Context: an optimization exercise on an open-source flow, tuned for small area, a short achievable clock period and few clock cycles. The choices shown serve that exercise and are no tape-out recipe.
In this exercise RTL edits were held to simulation tests only and were not proved equivalent to the original.
Power is estimated from default activity; no workload was simulated.

// processor
module processor(
    input wire clock,
    input wire reset,           
    input wire[8:0] addr,       
    input wire wEn,             
    input wire[31:0] wDat,      
    input wire working,
    output [31:0] r0,
    output [31:0] r1,
    output [31:0] r2,
    output [31:0] r3,
    output [31:0] r4,
    output [31:0] r5,
    output reg halted
);
For scale: roughly 5800 cells after synthesis, ~240 I/O pins, about 0.099 mm^2 of cells after synthesis.
==> module alu, before the edit <==
module alu(
input [31:0] aluA,
input [31:0] aluB,
input [15:0] valC,
input op_irm,
input op_add,
input op_sub,
input op_and,
input op_xor,
input en,                    
output [31:0] valE
);
wire [31:0] sum = aluA + (aluB ^ {32{op_sub}}) + {31'b0, op_sub};
assign valE = ({32{en & op_irm}} & {16'b0, valC}) |
              ({32{en & (op_add | op_sub)}} & sum) |
              ({32{en & op_and}} & (aluA & aluB)) |
              ({32{en & op_xor}} & (aluA ^ aluB));
endmodule
==> module regfile, before the edit <==
module regfile(
    input wire clock,
    input wire [5:0] we,        
    input wire [31:0] wd,
    input wire [5:0] selA,      
    input wire [5:0] selB,
    output wire [31:0] valA,
    output wire [31:0] valB,
    output reg [31:0] r0,
    output reg [31:0] r1,
    output reg [31:0] r2,
    output reg [31:0] r3,
    output reg [31:0] r4,
    output reg [31:0] r5
);
always @(posedge clock) begin
    if (we[0]) r0 <= wd;
    if (we[1]) r1 <= wd;
    if (we[2]) r2 <= wd;
    if (we[3]) r3 <= wd;
    if (we[4]) r4 <= wd;
    if (we[5]) r5 <= wd;
end
assign valA = ({32{selA[0]}} & r0) | ({32{selA[1]}} & r1) | ({32{selA[2]}} & r2) |
              ({32{selA[3]}} & r3) | ({32{selA[4]}} & r4) | ({32{selA[5]}} & r5);
assign valB = ({32{selB[0]}} & r0) | ({32{selB[1]}} & r1) | ({32{selB[2]}} & r2) |
              ({32{selB[3]}} & r3) | ({32{selB[4]}} & r4) | ({32{selB[5]}} & r5);
endmodule
==> module processor, before the edit <==
module processor(
    input wire clock,
    input wire reset,           
    input wire[8:0] addr,       
    input wire wEn,             
    input wire[31:0] wDat,      
    input wire working,
    output [31:0] r0,
    output [31:0] r1,
    output [31:0] r2,
    output [31:0] r3,
    output [31:0] r4,
    output [31:0] r5,
    output reg halted
);
    localparam SPEC = 1;        
    wire run_en = SPEC ? 1'b1 : working;
    reg [5:0] pc;
    reg wr_v, wr_ext;
    reg [5:0] wr_a;
    reg [31:0] wr_d;
    reg ir_v;
    reg op_irm, op_add, op_sub, op_and, op_xor, op_lw, op_sw, op_halt;
    reg [5:0] ra_oh, rb_oh;
    reg [15:0] valC;
    reg m_act;
    reg [5:0] lw_addr;
    reg [5:0] lw_dst;
    wire drain_v;
    wire [5:0] drain_a;
    wire [31:0] drain_d;
    wire [5:0] mem_ra = m_act ? lw_addr : pc;
    reg [63:0] rsel;            
    wire [31:0] rd;
    wire rvalid, wvalid, wnext;
    ram inst_ram(
        .clock(clock), .reset(reset),
        .we(wr_v), .wa(wr_a), .wd(wr_d), .ext_we(wr_v & wr_ext),
        .ra(mem_ra), .rsel(rsel), .rd(rd), .rvalid(rvalid), .wvalid(wvalid), .wnext(wnext)
    );
    wire restart = wr_v & wr_ext & wvalid;
    reg reset_r, working_r;
    always @(posedge clock) begin
        reset_r <= reset;
        working_r <= working & ~reset;
    end
    wire clr = reset_r | restart;
    wire wr_hit_ld = wr_v & (wr_a == lw_addr);
    wire wr_hit_pc = wr_v & (wr_a == pc);
    always @(posedge clock) begin
        if (reset) wr_v <= 1'b0;
        else if (~working) wr_v <= wEn;
        else wr_v <= drain_v & ~restart;
        wr_ext <= ~working;
        wr_a <= working ? drain_a : addr[5:0];
        wr_d <= working ? drain_d : wDat;
    end
    wire [31:0] valA, valB;
    wire [5:0] rf_we;
    wire [31:0] rf_wd;
    regfile inst_regfile(
        .clock(clock), .we(rf_we), .wd(rf_wd),
        .selA(ra_oh), .selB(rb_oh), .valA(valA), .valB(valB),
        .r0(r0), .r1(r1), .r2(r2), .r3(r3), .r4(r4), .r5(r5)
    );
    wire [31:0] valE;
    alu inst_alu(
        .aluA(valA), .aluB(valB), .valC(valC),
        .op_irm(op_irm), .op_add(op_add), .op_sub(op_sub), .op_and(op_and),
        .op_xor(op_xor), .en(~m_act & ~clr), .valE(valE)
    );
    wire [5:0] ea = valB[5:0] + valC[5:0];      
    wire e_act = ir_v & ~m_act & run_en;
    wire st_stall;
    wire e_go = e_act & ~op_halt & ~st_stall;
    wire e_wb = op_irm | op_add | op_sub | op_and | op_xor;
    wire [5:0] e_dst = op_irm ? rb_oh : ra_oh;
    wire ld_hit;
    wire [31:0] ld_d;
    lsu #(.K(4)) inst_lsu(
        .clock(clock), .clr(clr),
        .st_req(e_act & op_sw), .st_a(ea), .st_d(valA), .st_stall(st_stall),
        .drain_en(working & ~restart), .drain_v(drain_v), .drain_a(drain_a), .drain_d(drain_d),
        .ld_a(lw_addr), .ld_hit(ld_hit), .ld_d(ld_d)
    );
    wire wr_ok = wr_hit_ld & (~wr_ext | wnext | working_r);
    wire m_go = m_act & (ld_hit | wr_ok | (rvalid & ~wr_hit_ld) | working_r);
    assign rf_we = {6{clr}} | (m_act ? ({6{m_go}} & lw_dst) : ({6{e_go & e_wb}} & e_dst));
    assign rf_wd = ({32{m_act & ~clr}} & (ld_hit ? ld_d : wr_hit_ld ? wr_d : rd)) | valE;
    wire f_halt;
    wire f_go = ~m_act & run_en & (~ir_v | e_go) & (rvalid | working_r) & ~wr_hit_pc;
    always @(posedge clock) begin
        if (clr) begin
            pc <= 6'd0;
            ir_v <= 1'b0;
            m_act <= 1'b0;
        end
        else begin
            if (f_go) begin
                pc <= pc + 6'd1;
                ir_v <= 1'b1;
            end
            else if (e_go)
                ir_v <= 1'b0;
            if (e_go & op_lw)
                m_act <= 1'b1;
            else if (m_go)
                m_act <= 1'b0;
        end
    end
    assign f_halt = f_go & (rd == 32'h0) & (~ir_v | ~op_lw);
    wire [63:0] dec_pc = 64'b1 << pc;
    wire [63:0] dec_ea = 64'b1 << ea;
    always @(posedge clock) begin
        if (f_go) begin
            op_irm  <= (rd[31:24] == 8'h10);
            op_add  <= (rd[31:24] == 8'h20);
            op_sub  <= (rd[31:24] == 8'h21);
            op_and  <= (rd[31:24] == 8'h32);
            op_xor  <= (rd[31:24] == 8'h33);
            op_lw   <= (rd[31:24] == 8'h40);
            op_sw   <= (rd[31:24] == 8'h41);
            op_halt <= (rd == 32'h0);
            ra_oh   <= 6'b1 << rd[23:20];
            rb_oh   <= 6'b1 << rd[19:16];
            valC    <= rd[15:0];
        end
        if (clr) rsel <= 64'b1;
        else if (e_go & op_lw) rsel <= dec_ea;
        else if (m_act & ~m_go) rsel <= rsel;
        else if (f_go) rsel <= {dec_pc[62:0], dec_pc[63]};
        else rsel <= dec_pc;
        if (e_go & op_lw) begin
            lw_addr <= ea;
            lw_dst <= ra_oh;
        end
    end
    always @(posedge clock) begin
        if (reset) halted <= 1'b0;
        else if (working & ~restart & ~reset_r & ((e_act & op_halt) | f_halt)) halted <= 1'b1;
    end
endmodule
==> flow/config.mk <==
export PLATFORM = sky130hd
export DESIGN_NAME = processor
export DESIGN_NICKNAME = processor
export VERILOG_FILES = /design/flow/design.v
export SDC_FILE = /design/flow/constraint.sdc
export NUM_CORES = 4
export LEC_CHECK = 0
export ABC_CLOCK_PERIOD_IN_PS = 3500
export CAP_MARGIN = 20
export CORE_MARGIN = 2
export CORE_UTILIZATION = 40
export CTS_CLUSTER_DIAMETER = 80
export CTS_CLUSTER_SIZE = 30
export SLEW_MARGIN = 20
==> flow/constraint.sdc <==
create_clock -name core_clock -period 10.0 [get_ports {clock}]
set_input_delay 2.0000 -clock core_clock [delete_from_list [all_inputs] [get_ports {clock}]]
set_output_delay 2.0000 -clock core_clock [all_outputs]
set_load 0.01 [all_outputs]
standard.sh (not shown) runs the stock make flow with config.mk's settings and CLKGATE_MAP_FILE= SYNTH_SCRIPT=/design/flow/synth_recipe.tcl, a recipe that flattens the netlist after the stock synthesis.
==> flow/flow/run.sh <==
#!/bin/bash
# Own flow: the standard layout (standard.sh, ORFS unchanged, standard synthesis),
# with a larger setup-slack target for ORFS's timing repair and clock tree
# synthesis without dummy loads. Each run's full output goes to a log file here.
set -euo pipefail
bash standard.sh \
  SETUP_SLACK_MARGIN=6.5 \
  "CTS_ARGS=-sink_clustering_enable -repair_clock_nets -sink_clustering_size 30 -sink_clustering_max_diameter 80 -dont_use_dummy_load" \
  finish > flow_finish.log 2>&1
Testbench counts at the start, summed over its fixed seeds: cycles 11,458.
Edit:
--- a/flow/design.v
+++ b/flow/design.v
@@ -43,16 +43,15 @@
 input op_sub,
 input op_and,
-input op_xor,
-input en,                    
 output [31:0] valE
 );
-wire [31:0] sum = aluA + (aluB ^ {32{op_sub}}) + {31'b0, op_sub};
-assign valE = ({32{en & op_irm}} & {16'b0, valC}) |
-              ({32{en & (op_add | op_sub)}} & sum) |
-              ({32{en & op_and}} & (aluA & aluB)) |
-              ({32{en & op_xor}} & (aluA ^ aluB));
+wire [31:0] sum = aluA + (op_sub ? ~aluB : aluB) + {31'b0, op_sub};
+assign valE = op_irm ? {16'b0, valC} :
+              (op_add | op_sub) ? sum :
+              op_and ? (aluA & aluB) :
+              (aluA ^ aluB);
 endmodule
 module regfile(
     input wire clock,
+    input wire clr,
     input wire [5:0] we,        
     input wire [31:0] wd,
@@ -69,10 +68,15 @@
 );
 always @(posedge clock) begin
-    if (we[0]) r0 <= wd;
-    if (we[1]) r1 <= wd;
-    if (we[2]) r2 <= wd;
-    if (we[3]) r3 <= wd;
-    if (we[4]) r4 <= wd;
-    if (we[5]) r5 <= wd;
+    if (clr) begin
+        r0 <= 0; r1 <= 0; r2 <= 0; r3 <= 0; r4 <= 0; r5 <= 0;
+    end
+    else begin
+        if (we[0]) r0 <= wd;
+        if (we[1]) r1 <= wd;
+        if (we[2]) r2 <= wd;
+        if (we[3]) r3 <= wd;
+        if (we[4]) r4 <= wd;
+        if (we[5]) r5 <= wd;
+    end
 end
 assign valA = ({32{selA[0]}} & r0) | ({32{selA[1]}} & r1) | ({32{selA[2]}} & r2) |
@@ -208,5 +212,5 @@
     wire [31:0] rf_wd;
     regfile inst_regfile(
-        .clock(clock), .we(rf_we), .wd(rf_wd),
+        .clock(clock), .clr(clr), .we(rf_we), .wd(rf_wd),
         .selA(ra_oh), .selB(rb_oh), .valA(valA), .valB(valB),
         .r0(r0), .r1(r1), .r2(r2), .r3(r3), .r4(r4), .r5(r5)
@@ -216,5 +220,5 @@
         .aluA(valA), .aluB(valB), .valC(valC),
         .op_irm(op_irm), .op_add(op_add), .op_sub(op_sub), .op_and(op_and),
-        .op_xor(op_xor), .en(~m_act & ~clr), .valE(valE)
+        .valE(valE)
     );
     wire [5:0] ea = valB[5:0] + valC[5:0];      
@@ -234,6 +238,6 @@
     wire wr_ok = wr_hit_ld & (~wr_ext | wnext | working_r);
     wire m_go = m_act & (ld_hit | wr_ok | (rvalid & ~wr_hit_ld) | working_r);
-    assign rf_we = {6{clr}} | (m_act ? ({6{m_go}} & lw_dst) : ({6{e_go & e_wb}} & e_dst));
-    assign rf_wd = ({32{m_act & ~clr}} & (ld_hit ? ld_d : wr_hit_ld ? wr_d : rd)) | valE;
+    assign rf_we = m_act ? ({6{m_go}} & lw_dst) : ({6{e_go & e_wb}} & e_dst);
+    assign rf_wd = m_act ? (ld_hit ? ld_d : wr_hit_ld ? wr_d : rd) : valE;
     wire f_halt;
     wire f_go = ~m_act & run_en & (~ir_v | e_go) & (rvalid | working_r) & ~wr_hit_pc;
The new run completed without violations.
Non-clock buffer count went down by 232.
Utilization decreases by 0.19 points.
Total power came out lower by 11%.
Clock skew came out lower by 0.036 ns.
Global-route usage stays flat.
Final cell count grows by 3.2%.
Testbench counts after the change, summed over its fixed seeds: cycles 11,458.

-- re-timing with driven ports --
In the flow no input, the clock included, has a driving cell. The finished layouts below were timed again as built, in two steps. Step 1 sets driving cells, clkbuf_16 on the clock port and buf_2 on the other inputs (assumed; they add their load-dependent delay and slew). Step 2 moves the port delays by t, midway between the first and last clock arrival at a register: inputs arrive t later, outputs are due t later. That takes back most of the time a late clock gives input paths. a / b / c = ideal / step 1 / step 2; a / b = the first two.
run | shift t [ns] | setup WS [ns] | worst register clock-pin slew, ns
the first run | 0.885 | 6.049 / 6.049 / 6.049 | 0.12 / 0.12
the second run | 0.921 | 5.976 / 5.976 / 5.976 | 0.12 / 0.12
After both steps every run listed still meets setup and hold.
